Context: an optimization exercise on an open-source flow, tuned for small area. The choices shown serve that exercise and are no tape-out recipe. RTL that was checked went through simulation tests only; none was proved equivalent to the original. Power is estimated from default activity; no workload was simulated.

== lane 1 ==
==> flow/design.v (excerpt) <==
module axisafety (
		output	reg		o_read_fault,
		output	reg		o_write_fault,
		input	wire		S_AXI_ACLK,
		input	wire		S_AXI_ARESETN,
		output	reg		M_AXI_ARESETN,
		output	wire		comb_aresetn,
		input	wire		ext_resetn,
		output	wire		channel_up,
		input	wire [5:0]	S_AXI_AWID,
		input	wire [27:0]	S_AXI_AWADDR,
		input	wire [7:0]	S_AXI_AWLEN,
		input	wire [2:0]	S_AXI_AWSIZE,
		input	wire [1:0]	S_AXI_AWBURST,
		input	wire		S_AXI_AWLOCK,
		input	wire [3:0]	S_AXI_AWCACHE,
		input	wire [2:0]	S_AXI_AWPROT,
		input	wire [3:0]	S_AXI_AWQOS,
		input	wire		S_AXI_AWVALID,
		output	reg		S_AXI_AWREADY,
		input	wire [31:0]	S_AXI_WDATA,
		input	wire [3:0]	S_AXI_WSTRB,
		input	wire		S_AXI_WLAST,
		input	wire		S_AXI_WVALID,
		output	reg		S_AXI_WREADY,
		output	wire [5:0]	S_AXI_BID,
		output	reg [1:0]	S_AXI_BRESP,
		output	reg		S_AXI_BVALID,
		input	wire		S_AXI_BREADY,
		input	wire [5:0]	S_AXI_ARID,
		input	wire [27:0]	S_AXI_ARADDR,
		input	wire [7:0]	S_AXI_ARLEN,
		input	wire [2:0]	S_AXI_ARSIZE,
		input	wire [1:0]	S_AXI_ARBURST,
		input	wire		S_AXI_ARLOCK,
  ...
Settings: LEC_CHECK=0, CAP_MARGIN=20, CORE_MARGIN=2, CORE_UTILIZATION=65, SLEW_MARGIN=20; clock period 10.0 ns.
standard.sh (not shown) runs the stock make flow with config.mk's settings and CLKGATE_MAP_FILE= SYNTH_SCRIPT=/design/flow/synth_recipe.tcl, a recipe that flattens the netlist after the stock synthesis.
==> flow/flow/run.sh <==
#!/bin/bash
# Standard ORFS layout (standard.sh), with these changes:
#  - synthesis maps the logic with an area-oriented ABC script (flow/synth.tcl);
#  - the port buffers are the smallest buffer cell, sky130_fd_sc_hd__buf_1;
#  - clock tree synthesis uses small clock buffers, without dummy loads.
# All of the ORFS tools' output goes to orfs_make.log here, and each step's
# own log stays under orfs/logs/.
set -euo pipefail
export FLOW_WORK="$PWD"
bash standard.sh "SYNTH_SCRIPT=$FLOW_WORK/flow/synth.tcl" \
  "BUFFER_PORTS_ARGS=-buffer_cell sky130_fd_sc_hd__buf_1" \
  "CTS_ARGS=-sink_clustering_enable -repair_clock_nets -sink_clustering_size 10 -sink_clustering_max_diameter 50 -buf_list sky130_fd_sc_hd__clkbuf_4 -dont_use_dummy_load" \
  finish > orfs_make.log 2>&1
==> flow/flow/abc_area.script <==
strash
dch -f
amap -F 5 -A 5
mfs2
strash
dch -f
amap -F 5 -A 5
==> flow/flow/synth.tcl <==
# The standard flow's synthesis (synth_recipe.tcl, unchanged), with ABC's technology
# mapping run with an area-oriented script (flow/abc_area.script) in place
# of ORFS's default one.  Registers are mapped before ABC runs, so they
# are the standard synthesis's, with the same names and cells.
proc abc {args} {
  set i [lsearch -exact $args -script]
  if {$i >= 0} {
    lset args [expr {$i + 1}] $::env(FLOW_WORK)/flow/abc_area.script
  }
  yosys abc {*}$args
}
source $::env(FLOW_WORK)/synth_recipe.tcl
#### Input delta (lane 2 over lane 1)
Settings: a change of CORE_UTILIZATION from 65 to 40.
--- a/flow/flow/run.sh
+++ b/flow/flow/run.sh
@@ -12 +12 @@
-  "CTS_ARGS=-sink_clustering_enable -repair_clock_nets -sink_clustering_size 10 -sink_clustering_max_diameter 50 -buf_list sky130_fd_sc_hd__clkbuf_4 -dont_use_dummy_load" \
+  "CTS_ARGS=-sink_clustering_enable -repair_clock_nets -sink_clustering_size 6 -sink_clustering_max_diameter 30 -buf_list sky130_fd_sc_hd__clkbuf_2 -dont_use_dummy_load" \
[summary]
Lane 1 -> lane 2: placed wire-length estimate decreased by a few percent
On clock network power: between lane 1 and lane 2, it ends up higher for lane 2.
[compare] base=lane 1 new=lane 2: global-route usage fell 10 points, latest clock arrival within the worst-skew pair now sits higher.
Between lane 2 and lane 1, it is lane 2 whose total power is higher, by about 2.5%.
[lane 2 vs lane 1] final period demand of the worst path: higher in lane 2
Lower detailed route wirelength on metal2 was reported by lane 2, not lane 1.
Summary — filler cell count, lane 2 relative to lane 1: higher, by 1,415.

Another version of the RTL of axisafety (not shown whole).
Size in the first run: ~330 flip-flops, ~440 I/O pins, ~0.011 mm^2 of cells after synthesis.
clock: 10.0 ns
lec_check: 0
cap_margin: 20
core_margin: 2
core_utilization: 30
slew_margin: 20
==> flow/flow/run.sh <==
#!/bin/bash
# Standard ORFS layout (standard.sh), with these changes:
#  - synthesis maps the logic with an area-oriented ABC script (flow/synth.tcl);
#  - the port buffers are the smallest buffer cell, sky130_fd_sc_hd__buf_1;
#  - clock tree synthesis uses small clock buffers, without dummy loads.
# All of the ORFS tools' output goes to orfs_make.log here, and each step's
# own log stays under orfs/logs/.
set -euo pipefail
export FLOW_WORK="$PWD"
bash standard.sh "SYNTH_SCRIPT=$FLOW_WORK/flow/synth.tcl" \
  "BUFFER_PORTS_ARGS=-buffer_cell sky130_fd_sc_hd__buf_1" \
  "CTS_ARGS=-sink_clustering_enable -repair_clock_nets -sink_clustering_size 10 -sink_clustering_max_diameter 70 -buf_list sky130_fd_sc_hd__clkbuf_4 -dont_use_dummy_load" \
  finish > orfs_make.log 2>&1
==> flow/flow/abc_area.script <==
strash
dch -f
amap -F 5 -A 5
mfs2
strash
dch -f
amap -F 5 -A 5
&get -n
&st
&dch -f
&nf -R 1000
&put
mfs2
strash
dch -f
amap -F 5 -A 5
Scripts as last shown in full above: flow/flow/synth.tcl
==> next run, changes <==
--- a/flow/flow/run.sh
+++ b/flow/flow/run.sh
@@ -10,4 +10,4 @@
 bash standard.sh "SYNTH_SCRIPT=$FLOW_WORK/flow/synth.tcl" \
   "BUFFER_PORTS_ARGS=-buffer_cell sky130_fd_sc_hd__buf_1" \
-  "CTS_ARGS=-sink_clustering_enable -repair_clock_nets -sink_clustering_size 10 -sink_clustering_max_diameter 70 -buf_list sky130_fd_sc_hd__clkbuf_4 -dont_use_dummy_load" \
+  "CTS_ARGS=-sink_clustering_enable -repair_clock_nets -sink_clustering_size 10 -sink_clustering_max_diameter 50 -buf_list sky130_fd_sc_hd__clkbuf_4 -dont_use_dummy_load" \
   finish > orfs_make.log 2>&1
==> flow/flow/abc_area.script (replaced) <==
strash
dch -f
amap -F 5 -A 5
mfs2
strash
dch -f
amap -F 5 -A 5
GPL_TIMING_DRIVEN = 0   (was not set)
The changed run finished with timing, DRC and antenna clean; core utilization climbs by 0.13 points; first-iteration DRC count grows by 36%; design area rises by about 1.8%; die area barely changes; total power came out higher by about 1.7%; clock skew went down by 0.0059 ns; register-to-register slack degrades by 0.08 ns.
==> next run, changes <==
==> flow/flow/abc_area.script (replaced) <==
&get -n
&st
&dch -f
&nf -R 1000 -a
&put
mfs2
strash
dch -f
amap -F 5 -A 5
GPL_TIMING_DRIVEN = not set   (was 0)
Setup slack is better by 0.20 ns.
Clock power fell by about 2%.
Combinational power barely changes.
Hold slack is better by 0.028 ns.
Final cell count fell by 0.36%.
Via count fell by 0.51%.
==> next run, changes <==
==> flow/flow/abc_area.script (replaced) <==
strash
dch -f
amap -F 5 -A 5
mfs2
strash
dch -f
amap -F 5 -A 5
Maximum frequency decreases slightly.
Utilization decreases by 0.55 points.
Cell area stays the same.
Register-to-register slack got worse by 0.28 ns.
Critical path depth increases by 2.
Via count increases slightly.
Total power stays flat.
Final cell count decreases slightly.
Wire length increases by a few percent.

## run A
Another version of the RTL of axisafety (not shown whole).
For scale: ~1300 cells after synthesis, roughly 360 flip-flops, roughly 440 I/O pins, about 14000 um2 of cells after synthesis.
Design axisafety, start of the top module:
module axisafety (
		output	reg		o_read_fault,
		output	reg		o_write_fault,
		input	wire		S_AXI_ACLK,
		input	wire		S_AXI_ARESETN,
		output	reg		M_AXI_ARESETN,
		output	wire		comb_aresetn,
		input	wire		ext_resetn,
		output	wire		channel_up,
		input	wire [5:0]	S_AXI_AWID,
		input	wire [27:0]	S_AXI_AWADDR,
		input	wire [7:0]	S_AXI_AWLEN,
		input	wire [2:0]	S_AXI_AWSIZE,
		input	wire [1:0]	S_AXI_AWBURST,
		input	wire		S_AXI_AWLOCK,
		input	wire [3:0]	S_AXI_AWCACHE,
		input	wire [2:0]	S_AXI_AWPROT,
		input	wire [3:0]	S_AXI_AWQOS,
		input	wire		S_AXI_AWVALID,
		output	reg		S_AXI_AWREADY,
		input	wire [31:0]	S_AXI_WDATA,
		input	wire [3:0]	S_AXI_WSTRB,
		input	wire		S_AXI_WLAST,
		input	wire		S_AXI_WVALID,
		output	reg		S_AXI_WREADY,
		output	wire [5:0]	S_AXI_BID,
		output	reg [1:0]	S_AXI_BRESP,
		output	reg		S_AXI_BVALID,
		input	wire		S_AXI_BREADY,
		input	wire [5:0]	S_AXI_ARID,
		input	wire [27:0]	S_AXI_ARADDR,
		input	wire [7:0]	S_AXI_ARLEN,
		input	wire [2:0]	S_AXI_ARSIZE,
		input	wire [1:0]	S_AXI_ARBURST,
		input	wire		S_AXI_ARLOCK,
		input	wire [3:0]	S_AXI_ARCACHE,
		input	wire [2:0]	S_AXI_ARPROT,
		input	wire [3:0]	S_AXI_ARQOS,
  ...
Settings: LEC_CHECK=0, ABC_AREA=1, CAP_MARGIN=20, CORE_MARGIN=2, CORE_UTILIZATION=40, SLEW_MARGIN=20; clock period 10.0 ns.
==> flow/flow/run.sh <==
#!/bin/bash
# Standard ORFS layout, with the port buffers made of the smallest buffer cell.
set -euo pipefail
bash standard.sh "BUFFER_PORTS_ARGS=-buffer_cell sky130_fd_sc_hd__buf_1" finish > orfs_make.log 2>&1
Edits applied to the flow inputs when going from run A to run B:
- putting CTS_BUF_LIST at sky130_fd_sc_hd__clkbuf_16 where nothing was set
- clearing ABC_AREA, which used to be 1
- putting CTS_CLUSTER_SIZE at 40 where nothing was set
- putting CTS_CLUSTER_DIAMETER at 60 where nothing was set
Compared run B vs run A, and first-pass GRT wire length is down in run B. The worst hold slack on run A is in line with that on run B. Against run A, worst-case setup margin in the final layout in run B came out worse. Run B vs run A — post-layout instance area dropped about 2.4%. Critical path depth delta for run B relative to run A: 1 lower. Run A consumes more power than run B. Changes observed in run B relative to run A: detailed route wirelength on metal3 decreased about 1.9%, internal power contribution decreased 8.0%, longest individual stage delay on the worst path increased 310 ps.
Input changes introduced in run C (baseline for comparison: run B):
- CTS_CLUSTER_DIAMETER: 60 -> unset
- CTS_BUF_LIST: sky130_fd_sc_hd__clkbuf_16 -> unset
- CTS_CLUSTER_SIZE: 40 -> unset
### Flow results
Final-layout non-clock buffer area share delta (run B -> run C): insignificant. In the tables for run B and run C, part of the power in the clock network reads higher with run C. The final reports for run C and run B show static leakage higher in the former. Compared with run B, via count of the first global-routing pass in run C increased slightly. Delta (run C minus run B): arrival time at the worst endpoint decreased 50 ps, fmax up 1.2%, sequential share of layout area decreased 0.69 points, flip-flop and latch power level.
Input-level comparison between run D and run C:
==> flow/run.sh (new file) <==
#!/bin/bash
# synth_recipe.tcl (not shown) runs the flow's synth.tcl, then flattens the netlist and writes it again
# the make line also repeats each setting of config.mk as NAME=value (left out here)
make -C /OpenROAD-flow-scripts/flow DESIGN_CONFIG=/design/flow/config.mk WORK_HOME=/design/flow/orfs CLKGATE_MAP_FILE= SYNTH_SCRIPT=/design/flow/synth_recipe.tcl finish
removed: flow/flow/run.sh
removed: flow/standard.sh
Between run C and run D, the flow reports internal power of the cells increasing slightly.
Re worst clock skew on the final layout: run C was higher than run D.
Row sequential share of layout area: run D lower / run C higher
Comparing run D with run C, the total via count in the routed design came out essentially unchanged.

axisafety, a different RTL version from the one above (not shown whole).
Size: ~440 I/O pins.
==> flow/config.mk <==
export PLATFORM = sky130hd
export DESIGN_NAME = axisafety
export DESIGN_NICKNAME = axisafety
export VERILOG_FILES = /design/flow/design.v
export SDC_FILE = /design/flow/constraint.sdc
export NUM_CORES = 4
export LEC_CHECK = 0
export CAP_MARGIN = 20
export CORE_MARGIN = 2
export CORE_UTILIZATION = 40
export CTS_BUF_LIST = sky130_fd_sc_hd__clkbuf_4 sky130_fd_sc_hd__clkbuf_8
export CTS_CLUSTER_DIAMETER = 60
export CTS_CLUSTER_SIZE = 12
export SLEW_MARGIN = 20
==> flow/constraint.sdc <==
create_clock -name core_clock -period 10.0 [get_ports {S_AXI_ACLK}]
set_input_delay 2.0000 -clock core_clock [delete_from_list [all_inputs] [get_ports {S_AXI_ACLK}]]
set_output_delay 2.0000 -clock core_clock [all_outputs]
set_load 0.01 [all_outputs]
==> flow/flow/run.sh <==
#!/bin/bash
# Standard ORFS layout, with the port buffers made of the smallest buffer cell.
set -euo pipefail
bash standard.sh "BUFFER_PORTS_ARGS=-buffer_cell sky130_fd_sc_hd__buf_1" finish > orfs_make.log 2>&1
The first run completed with no timing, DRC or antenna violations.
Rerun with:
Settings changed: CTS_BUF_LIST sky130_fd_sc_hd__clkbuf_4 sky130_fd_sc_hd__clkbuf_8 to sky130_fd_sc_hd__clkbuf_4, CTS_CLUSTER_DIAMETER 60 to 50, CTS_CLUSTER_SIZE 12 to 10.
Result: The changed run produced a clean layout. Fmax fell by 3.2%. Sequential share of layout area rose by 0.60 points. Clock skew rose by 0.015 ns. Non-clock buffer count is unchanged. Cell area fell by 0.97%. Register-to-register slack loses 0.03 ns.
Function was not checked in any run of this note: the RTL went through the layout flow alone.

axisafety with an RTL version that a note above also has.
Size in the first run: ~740 cells after synthesis, ~330 flip-flops, ~440 I/O pins.
## axisafety
module axisafety (
		output	reg		o_read_fault,
		output	reg		o_write_fault,
		input	wire		S_AXI_ACLK,
		input	wire		S_AXI_ARESETN,
		output	reg		M_AXI_ARESETN,
		output	wire		comb_aresetn,
		input	wire		ext_resetn,
		output	wire		channel_up,
		input	wire [5:0]	S_AXI_AWID,
		input	wire [27:0]	S_AXI_AWADDR,
		input	wire [7:0]	S_AXI_AWLEN,
		input	wire [2:0]	S_AXI_AWSIZE,
		input	wire [1:0]	S_AXI_AWBURST,
		input	wire		S_AXI_AWLOCK,
		input	wire [3:0]	S_AXI_AWCACHE,
		input	wire [2:0]	S_AXI_AWPROT,
		input	wire [3:0]	S_AXI_AWQOS,
		input	wire		S_AXI_AWVALID,
		output	reg		S_AXI_AWREADY,
		input	wire [31:0]	S_AXI_WDATA,
		input	wire [3:0]	S_AXI_WSTRB,
		input	wire		S_AXI_WLAST,
		input	wire		S_AXI_WVALID,
		output	reg		S_AXI_WREADY,
		output	wire [5:0]	S_AXI_BID,
		output	reg [1:0]	S_AXI_BRESP,
		output	reg		S_AXI_BVALID,
		input	wire		S_AXI_BREADY,
		input	wire [5:0]	S_AXI_ARID,
		input	wire [27:0]	S_AXI_ARADDR,
		input	wire [7:0]	S_AXI_ARLEN,
		input	wire [2:0]	S_AXI_ARSIZE,
		input	wire [1:0]	S_AXI_ARBURST,
		input	wire		S_AXI_ARLOCK,
		input	wire [3:0]	S_AXI_ARCACHE,
		input	wire [2:0]	S_AXI_ARPROT,
		input	wire [3:0]	S_AXI_ARQOS,
		input	wire		S_AXI_ARVALID,
		output	reg		S_AXI_ARREADY,
		output	wire [5:0]	S_AXI_RID,
		output	reg [31:0]	S_AXI_RDATA,
		output	reg [1:0]	S_AXI_RRESP,
		output	wire		S_AXI_RLAST,
		output	reg		S_AXI_RVALID,
		input	wire		S_AXI_RREADY,
		output	reg [5:0]	M_AXI_AWID,
		output	reg [27:0]	M_AXI_AWADDR,
		output	reg [7:0]	M_AXI_AWLEN,
		output	reg [2:0]	M_AXI_AWSIZE,
		output	reg [1:0]	M_AXI_AWBURST,
		output	reg		M_AXI_AWLOCK,
		output	reg [3:0]	M_AXI_AWCACHE,
		output	reg [2:0]	M_AXI_AWPROT,
		output	reg [3:0]	M_AXI_AWQOS,
		output	reg		M_AXI_AWVALID,
		input	wire		M_AXI_AWREADY,
		output	reg [31:0]	M_AXI_WDATA,
		output	reg [3:0]	M_AXI_WSTRB,
		output	reg		M_AXI_WLAST,
		output	reg		M_AXI_WVALID,
		input	wire		M_AXI_WREADY,
		input	wire [5:0]	M_AXI_BID,
		input	wire [1:0]	M_AXI_BRESP,
		input	wire		M_AXI_BVALID,
		output	wire		M_AXI_BREADY,
		output	reg [5:0]	M_AXI_ARID,
		output	reg [27:0]	M_AXI_ARADDR,
		output	reg [7:0]	M_AXI_ARLEN,
		output	reg [2:0]	M_AXI_ARSIZE,
		output	reg [1:0]	M_AXI_ARBURST,
		output	reg		M_AXI_ARLOCK,
  ...
Settings: LEC_CHECK=0, CAP_MARGIN=20, CORE_MARGIN=2, CORE_UTILIZATION=40, SLEW_MARGIN=20; clock period 10.0 ns.
==> flow/flow/run.sh <==
#!/bin/bash
# Standard ORFS layout (standard.sh), with these changes:
#  - synthesis maps the logic with an area-oriented ABC script (flow/synth.tcl);
#  - the port buffers are the smallest buffer cell, sky130_fd_sc_hd__buf_1;
#  - clock tree synthesis uses small clock buffers, without dummy loads.
# All of the ORFS tools' output goes to orfs_make.log here, and each step's
# own log stays under orfs/logs/.
set -euo pipefail
export FLOW_WORK="$PWD"
bash standard.sh "SYNTH_SCRIPT=$FLOW_WORK/flow/synth.tcl" \
  "BUFFER_PORTS_ARGS=-buffer_cell sky130_fd_sc_hd__buf_1" \
  "CTS_ARGS=-sink_clustering_enable -repair_clock_nets -sink_clustering_size 10 -sink_clustering_max_diameter 50 -buf_list sky130_fd_sc_hd__clkbuf_4 -dont_use_dummy_load" \
  finish > orfs_make.log 2>&1
==> flow/flow/abc_area.script <==
strash
dch -f
amap -F 5 -A 5
mfs2
strash
dch -f
amap -F 5 -A 5
Scripts as last shown in full above: flow/flow/synth.tcl
The baseline passed the timing, DRC and antenna checks.
Change:
--- a/flow/flow/run.sh
+++ b/flow/flow/run.sh
@@ -10,4 +10,4 @@
 bash standard.sh "SYNTH_SCRIPT=$FLOW_WORK/flow/synth.tcl" \
   "BUFFER_PORTS_ARGS=-buffer_cell sky130_fd_sc_hd__buf_1" \
-  "CTS_ARGS=-sink_clustering_enable -repair_clock_nets -sink_clustering_size 10 -sink_clustering_max_diameter 50 -buf_list sky130_fd_sc_hd__clkbuf_4 -dont_use_dummy_load" \
+  "CTS_ARGS=-sink_clustering_enable -repair_clock_nets -sink_clustering_size 11 -sink_clustering_max_diameter 35 -buf_list sky130_fd_sc_hd__clkbuf_4 -dont_use_dummy_load" \
   finish > orfs_make.log 2>&1
The new run finished clean.
Final cell count came out higher slightly.
Cell area is higher slightly.
Power is higher slightly.
Wire length goes down slightly.
Sequential power stays flat.
Core utilization came out higher by 0.25 points.

==> afterwards: timing with drivers on the ports <==
No port has a modelled driver above. Below, the same layouts with a new extraction and two added sets of constraints.
Step 1 (the two cells are an assumption about what drives the block):
set clk [get_ports {S_AXI_ACLK}]
set_driving_cell -lib_cell sky130_fd_sc_hd__clkbuf_16 $clk
set_driving_cell -lib_cell sky130_fd_sc_hd__buf_2 [delete_from_list [all_inputs] $clk]
Step 2 moves the port delays by t, midway between the first and last clock arrival at a register: inputs arrive t later, outputs are due t later. That takes back most of the time a late clock gives input paths.
Slacks: ideal ports / drivers / drivers and shift; pairs: ideal ports / drivers.
run	t (ns)	setup slack, ns	pins driven straight from the clock port
lane 1	0.650	5.947 / 5.919 / 5.691	1
lane 2	0.789	5.818 / 5.776 / 5.634	1
the first run of note 2	0.710	5.575 / 5.534 / 6.078	1
the second run of note 2	0.740	5.624 / 5.579 / 5.890	1
the third run of note 2	0.739	5.827 / 5.785 / 6.102	1
the fourth run of note 2	0.722	5.765 / 5.722 / 6.008	1
run A	0.589	5.937 / 5.887 / 5.444	1
run B	0.607	5.531 / 5.486 / 6.062	1
run C	0.575	5.584 / 5.542 / 6.056	1
run D	0.568	5.228 / 5.181 / 5.748	1
the first run of note 4	0.563	5.728 / 5.694 / 5.795	1
the second run of note 4	0.681	5.587 / 5.553 / 5.783	1
the first run of note 5	0.662	5.985 / 5.942 / 5.562	1
the second run of note 5	0.687	5.973 / 5.928 / 5.694	1
After both steps every run listed still meets setup and hold. For run A, which loses most, drivers alone change the setup slack by -0.050 ns; drivers and shift together by -0.493 ns.
